Context: an optimization exercise on an open-source flow, tuned for small area. The choices shown serve that exercise and are no tape-out recipe.
The RTL of this run was laid out without a check of its function.
Power figures rest on the tool's default switching activity, not on a simulated workload.

==> design.v <==
module sdram_controller (
        input   clk,
        input   rst,
        output  sdram_cle,
        output  sdram_cs,
        output  sdram_cas,
        output  sdram_ras,
        output  sdram_we,
        output  sdram_dqm,
        output  [1:0]  sdram_ba,
        output  [15:0] sdram_a,
        input   [31:0] sdram_dqi,
        output  [31:0] sdram_dqo,
        input   [24:0] user_addr,
        input   rw,
        input   [31:0] data_in,
        output  [31:0] data_out,
        output  busy,
        input   in_valid,
        output  out_valid
    );
    localparam [2:0] IDLE  = 3'd0,
                     IDLEW = 3'd1,
                     WINIT = 3'd2,
                     WRITE = 3'd3,
                     REFS  = 3'd4,
                     PA    = 3'd5,
                     RDRR  = 3'd6;
    reg [2:0] st, st_d;
    reg [3:0] ctr, ctr_d;
    reg       init_q;
    reg        ready;
    reg        saved_rw;
    reg [24:0] saved_addr;
    reg [31:0] saved_data;
    reg        rw_op;
    reg [24:0] addr_q;
    reg [31:0] data_q;
    reg [3:0]  row_open;
    reg [11:0] row_addr [0:3];
    reg [9:0]  rlfsr;
    reg        rflag;
    reg [31:0] dqi_q, dt_q;
    reg [24:0] exp_q;
    wire s_idle  = st == IDLE || st == IDLEW;
    wire s_refs  = st == REFS;
    wire s_pa    = st == PA;
    wire s_rdrr  = st == RDRR;
    wire match   = user_addr == exp_q;
    wire w_open  = s_rdrr && ctr == 4'd10;
    wire w_cmp   = s_rdrr && ctr >= 4'd3 && ctr <= 4'd9;
    wire hm      = s_rdrr && ctr >= 4'd2 && ctr <= 4'd9;
    wire ack     = !init_q && (w_open || (w_cmp && match));
    wire d_init  = st == WINIT;
    wire d_pref  = s_refs && ctr == 4'd10;
    wire d_ref   = s_refs && ctr == 4'd6;
    wire d_preb  = s_pa && ctr == 4'd6;
    wire d_act   = s_pa && ctr == 4'd2;
    wire d_read  = s_rdrr && ctr == 4'd14;
    wire d_write = st == IDLEW;
    wire [1:0]  abank  = addr_q[12:11];
    assign sdram_cle = !init_q;
    assign sdram_cs  = 1'b0;
    assign sdram_dqm = 1'b0;
    assign sdram_ras = !(d_act || d_pref || d_preb || d_ref);
    assign sdram_cas = !(d_read || d_write || d_ref);
    assign sdram_we  = !(d_write || d_pref || d_preb);
    assign sdram_ba  = (d_act || d_read || d_write || d_preb) ? abank : 2'd0;
    assign sdram_a   = d_init ? 16'h0022 :
                       d_act ? {4'd0, addr_q[24:13]} :
                       (d_read || d_write) ? {3'd0, addr_q[10:0], 2'b00} :
                       d_pref ? 16'h2000 : 16'd0;
    assign sdram_dqo = (d_write && !init_q) ? data_q : 32'd0;
    assign out_valid = s_rdrr && (ctr == 4'd10 || ctr == 4'd2 || (!init_q && ctr >= 4'd3 && ctr <= 4'd9 && match));
    assign busy      = !ready;
    assign data_out  = dt_q;
    wire [1:0]  sbank  = saved_addr[12:11];
    wire        rhit   = row_addr[sbank] == saved_addr[24:13];
    wire        ctr0   = ctr == 4'd0;
    always @* begin
        st_d  = st;
        ctr_d = ctr - 4'd1;
        case (st)
            IDLE, IDLEW: begin
                st_d = IDLE;
                if (rflag) begin
                    st_d = REFS; ctr_d = 4'd11;
                end else if (!ready) begin
                    if (row_open[sbank]) begin
                        if (!rhit) begin st_d = PA; ctr_d = 4'd7; end
                        else if (saved_rw) st_d = WRITE;
                        else begin st_d = RDRR; ctr_d = 4'd15; end
                    end else begin
                        st_d = PA; ctr_d = 4'd3;
                    end
                end
            end
            WINIT: st_d = IDLE;
            WRITE: st_d = IDLEW;
            REFS:  if (ctr0) st_d = IDLE;
            PA:    if (ctr0) st_d = rw_op ? WRITE : RDRR;    
            RDRR:  if (ctr0) st_d = IDLE;
            default: st_d = IDLE;
        endcase
        if (init_q) st_d = WINIT;
    end
    always @(posedge clk) begin
        st     <= st_d;
        ctr    <= ctr_d;
        init_q <= rst;
        if (rst) ready <= 1'b0;
        else if (init_q || (s_rdrr && ctr >= 4'd12 && ctr <= 4'd14) || (s_idle && !rflag && !ready)) ready <= 1'b1;
        else if (in_valid && !hm) ready <= 1'b0;
        if ((ready && in_valid) || ack) begin
            saved_rw   <= rw;
            saved_addr <= user_addr;
            saved_data <= data_in;
        end
        if (s_idle) begin
            rw_op  <= saved_rw;
            addr_q <= saved_addr;
            data_q <= saved_data;
        end
        if (init_q || (s_refs && ctr == 4'd11)) row_open <= 4'd0;
        else if (s_pa && ctr == 4'd3) row_open[abank] <= 1'b1;
        else if (s_pa && ctr == 4'd7) row_open[abank] <= 1'b0;
        if (s_pa && ctr == 4'd3) row_addr[abank] <= addr_q[24:13];
        if (init_q) begin
            rlfsr <= 10'b0011111100;
            rflag <= 1'b0;
        end else begin
            rlfsr <= {rlfsr[8:0], rlfsr[9] ^ rlfsr[6] ^ (rlfsr == 10'b1100111111)};
            if (s_idle && rflag) rflag <= 1'b0;
            else if (rlfsr == 10'b1100111111) rflag <= 1'b1;
        end
        dqi_q <= sdram_dqi;
        dt_q  <= (!rst && !init_q && s_rdrr && ctr >= 4'd4 && ctr <= 4'd11) ? dqi_q : 32'd0;
        exp_q[24:2] <= (w_open ? user_addr[24:2] : exp_q[24:2]) + 23'd1;
        if (w_open) exp_q[1:0] <= user_addr[1:0];
    end
endmodule
==> flow/run.sh <==
#!/bin/bash
set -euo pipefail
bash standard.sh "BUFFER_PORTS_ARGS=-buffer_cell sky130_fd_sc_hd__buf_1" "CTS_ARGS=-sink_clustering_enable -repair_clock_nets -dont_use_dummy_load -buf_list sky130_fd_sc_hd__clkbuf_4 -root_buf sky130_fd_sc_hd__clkbuf_4 -sink_clustering_size 20" finish > flow_make.log 2>&1
==> standard.sh <==
#!/bin/bash
# synth_recipe.tcl (not shown) runs the flow's synth.tcl, then flattens the netlist and writes it again
# the make line also repeats each setting of config.mk as NAME=value (left out here)
make -C /OpenROAD-flow-scripts/flow DESIGN_CONFIG=/design/flow/config.mk WORK_HOME=/design/flow/orfs CLKGATE_MAP_FILE= SYNTH_SCRIPT=/design/flow/synth_recipe.tcl "${@:-finish}"
==> config.mk <==
export PLATFORM = sky130hd
export DESIGN_NAME = sdram_controller
export DESIGN_NICKNAME = sdram_controller
export VERILOG_FILES = /design/flow/design.v
export SDC_FILE = /design/flow/constraint.sdc
export NUM_CORES = 4
export LEC_CHECK = 0
export CAP_MARGIN = 20
export CORE_MARGIN = 2
export CORE_UTILIZATION = 40
export SLEW_MARGIN = 20
==> constraint.sdc <==
create_clock -name core_clock -period 10.0 [get_ports {clk}]
set_input_delay 2.0000 -clock core_clock [delete_from_list [all_inputs] [get_ports {clk}]]
set_output_delay 2.0000 -clock core_clock [all_outputs]
set_load 0.01 [all_outputs]
==> results.sh <==
export IMPL_p_int_mw=1.810
export IMPL_cts_repair_resized=0
export IMPL_antenna_found_initial=1
export IMPL_cp_data_required_time_ns=8.00
export IMPL_p_leak_nw=4.138
export IMPL_fin_crit_ns=5.764
export IMPL_cts_buffers_inserted=75
export IMPL_layout_setup_ws_ns=4.236
export IMPL_drive_above_1_share_pct=11.85
export IMPL_grt_usage_pct=16.17
export IMPL_final_setup_viol_count=0
export IMPL_p_seq_share_pct=58.8
export IMPL_synth_flop_cell="edfxtp_1"
export IMPL_ys_types=58
export IMPL_routed_wl_mm=22.20
export IMPL_post_route_period_util_pct=57.64
export IMPL_worst_ep_arrival_time_ns=3.76
export IMPL_cp_start_kind="input port"
export IMPL_firstDrtPassIters=8
export IMPL_drt_iter0_drc=382
export IMPL_cts_tree="yes"
export IMPL_grt_ovfl_total=0
export IMPL_clock_path_buffers=3
export IMPL_ioPinCount=183
export IMPL_num_nets_final=1045
export IMPL_rsz0062_at_grt="no"
export IMPL_ir_drop_mv=0.1046
export IMPL_die_area_sq_um=27270
export IMPL_maxCapViolations=0
export IMPL_cts_max_level=3
export IMPL_cts_root_buf="clkbuf_4"
export IMPL_yosysTopAreaCellShare_pct=47.99
export IMPL_core_sq_um=25330
export IMPL_num_rows=58
export IMPL_clock_power_share_pct=29.4
export IMPL_dp_hpwl_mm=15.05
export IMPL_place_ws_ns=4.225
export IMPL_syn_area_sq_um=10390
export IMPL_swShare_pct=26.58
export IMPL_synthAdderAreaFrac_pct=0.6023
export IMPL_ant_nets=0
export IMPL_initial_utilization_pct=41.01
export IMPL_synth_cells=707
export IMPL_worst_pin_slew_ns=0.9668
export IMPL_ys_top_cells_by_area="edfxtp_1, dfxtp_1, and2_1"
export IMPL_synth_seq_cells=279
export IMPL_syn_mean_instance_area_sq_um=14.69
export IMPL_async_flop_share_pct=0
export IMPL_grt_pass1_wl_mm=33.38
export IMPL_synth_xor_area_share_pct=6.493
export IMPL_wire_per_inst_um=17.40
export IMPL_viasPerCell=4.929
export IMPL_skew_ns=0.08425
export IMPL_crit_type="in -> out"
export IMPL_fmax_ghz=0.1735
export IMPL_grt_pass1_vias=6215
export IMPL_synth_top_family_by_area="simple AND/OR/NAND/NOR gates"
export IMPL_slew_viol_final=0
export IMPL_yosys_area_share_simple_pct=12.38
export IMPL_vias=6289
export IMPL_synth_compound_area_share_pct=3.108
export IMPL_drc=0
export IMPL_hold_path_class="reg -> reg"
export IMPL_cts_sinks=279
export IMPL_worstSkewPairLatency_ns=0.66
export IMPL_status="no timing/DRC/antenna violations"
export IMPL_syn_to_final_growth_pct=15.62
export IMPL_max_slew_margin_pct=35.41
export IMPL_whs_ns=0.3692
export IMPL_slowest_stage="nor4_1"
export IMPL_hold_viol_final=0
export IMPL_yosys_warnings=1
export IMPL_die_x_um=165.1
export IMPL_post_cts_buffers=0
export IMPL_port_buffers=178
export IMPL_pwr_share_comb_pct=11.8
export IMPL_max_stage_delay_ns=0.41
export IMPL_path_cells="buf_1 -> xor2_1 -> nor4_1 -> nand4_1 -> nor4_1 -> o21bai_1 -> buf_1"
export IMPL_seq_area_frac_synth_pct=69.77
export IMPL_fin_cells=1276
export IMPL_worst_setup_path_end_kind="primary output"
export IMPL_clk_transition_reported_paths_ns=0.06
export IMPL_postCtsHoldBufs=0
export IMPL_synth_top_area_cell="edfxtp_1"
export IMPL_critPathMaxFanout=7
export IMPL_final_setup_tns_ns=0
export IMPL_grt_max_degree=59
export IMPL_die_height_um=165.1
export IMPL_p_switching_mw=0.6552
export IMPL_synth_edf_count=166
export IMPL_synthMuxAreaShare_pct=5.999
export IMPL_dp_cells=1200
export IMPL_place_congestion=0.8456
export IMPL_power_density_nw_per_um2=205.3
[power by group through the flow]
stage	logic (mW)	clock network, mW	registers [mW]
finish	0.292	0.724	1.45
detailed placement	0.292	0	1.47
global route	0.325	0.825	1.46
floorplan	0.230	0	1.42
CTS	0.295	0.764	1.45
global placement	0.290	0	1.47
[worst max-delay path, delay by kind of cell]
kind                   cells  cell delay [ns]
AO/OA/AOI/OAI              1             0.16
XOR/XNOR                   1             0.14
buffers and inverters      2             0.57
AND/OR/NAND/NOR            3             0.89
[layout make-up]
class                      instances  area [sq um]
antenna                            1         2.502
inverter                           8         30.03
multi-input combinational        396          3018
timing repair buffer             187         735.7
fill                            2305         13320
sequential                       279          7247
clock buffer                      75         563.0
tap                              330         412.9
[Yosys cell counts (8+ instances only)]
cell type and instances:
edfxtp_1 166, dfxtp_1 113, and2_1 67, xor2_1 46, xnor2_1 31, nand2_1 28, nor2_1 27, nand3_1 22
mux2i_1 21, nand4_1 17, clkbuf_1 15, nor4_1 12, mux4_1 11, o21ai_0 10, a22o_1 9, and3_1 9
nor2b_1 9, inv_1 8
[state kept, by name, summed over array words and instances, names as in the netlist, named ones only]
name	count
st	3
row_addr	48
saved_addr	25
exp_q	25
rw_op	1
saved_rw	1
rlfsr	10
saved_data	32
addr_q	25
dt_q	32
init_q	1
ctr	4
dqi_q	32
ready	1
rflag	1
data_q	32
[per-stage QoR]
stage	area (sq um)	util, %	total power [mW]
CTS	12010	47.41	2.506
floorplan	10400	-	1.648
detailed placement	11440	45.18	1.763
global placement	11440	45.18	1.761
global route	12010	47.42	2.614
finish	12010	47.42	2.465
[cells by family after synthesis]
| logic type | Yosys count |
|---|---|
| AO/OA/AOI/OAI | 46 |
| adder cells (fa/ha/maj) | 5 |
| other | 1 |
| multiplexers | 41 |
| buffers and inverters | 35 |
| flip-flops | 279 |
| XOR/XNOR | 77 |
| AND/OR/NAND/NOR | 223 |
[per-layer routing]
metal | GRT usage [%] | up-vias | wire, um
met2 | 24.70 | 250 | 10260
met3 | 5.370 | 36 | 1696
met1 | 21.37 | 2963 | 9854
met5 | 0 | - | 0
met4 | 6.285 | 0 | 388
li1 | - | 3040 | -
[placed cells by master (no fill, tap or decap), drive strengths merged, types with 8 or more instances in the layout]
master / Yosys / layout
buf: 12 / 187
edfxtp: 166 / 166
dfxtp: 113 / 113
clkbuf: 15 / 75
and2: 67 / 67
xor2: 46 / 46
xnor2: 31 / 31
nand2: 28 / 28
nor2: 28 / 28
nand3: 22 / 22
mux2i: 21 / 21
nand4: 17 / 17
nor4: 13 / 13
mux4: 13 / 13
o21ai: 10 / 10
and3: 9 / 9
nor2b: 9 / 9
a22o: 9 / 9
inv: 8 / 8
[path summary, 6_finish.rpt]
| check | startpoint | slack, ns | to | depth (start not counted) |
|---|---|---|---|---|
| worst max-delay path | user_addr[12] | 4.24 | out_valid | 7 |
| worst min register to register | dqi_q[26]$_DFF_P_ | 0.37 | dt_q[26]$_SDFF_PN0_ | 1 |
| worst min-delay path | dqi_q[26]$_DFF_P_ | 0.37 | dt_q[26]$_SDFF_PN0_ | 1 |
| worst max register to register | st[2]$_SDFFE_PP0P_ | 6.30 | exp_q[20]$_DFF_P_ | 9 |

afterwards: timing with drivers on the ports:
The flow's constraints put no driver on any port. The routed layout listed below was extracted and timed again, unchanged, in two steps.
Step 1 assumes that a clkbuf_16 drives the clock port and a buf_2 every other input.
Step 2 adds t to the input delays and takes it off the output delays; t is the mean of the earliest and latest rising clock arrival at the registers after step 1. Input paths then give back, and output paths get back, about the clock's delay inside the block.
a / b / c = ideal ports / drivers / drivers and shift; a / b = the first two.
shift t [ns]: 0.655
setup slack, ns: 4.236 / 4.211 / 4.211
hold WS [ns]: 0.369 / 0.369 / 0.369
clock arrival spread, ns: 0.088 / 0.088
pins driven straight from the clock port: 1
After both steps this run still meets setup and hold. For this run, drivers alone change the setup slack by -0.025 ns; drivers and shift together by -0.025 ns.
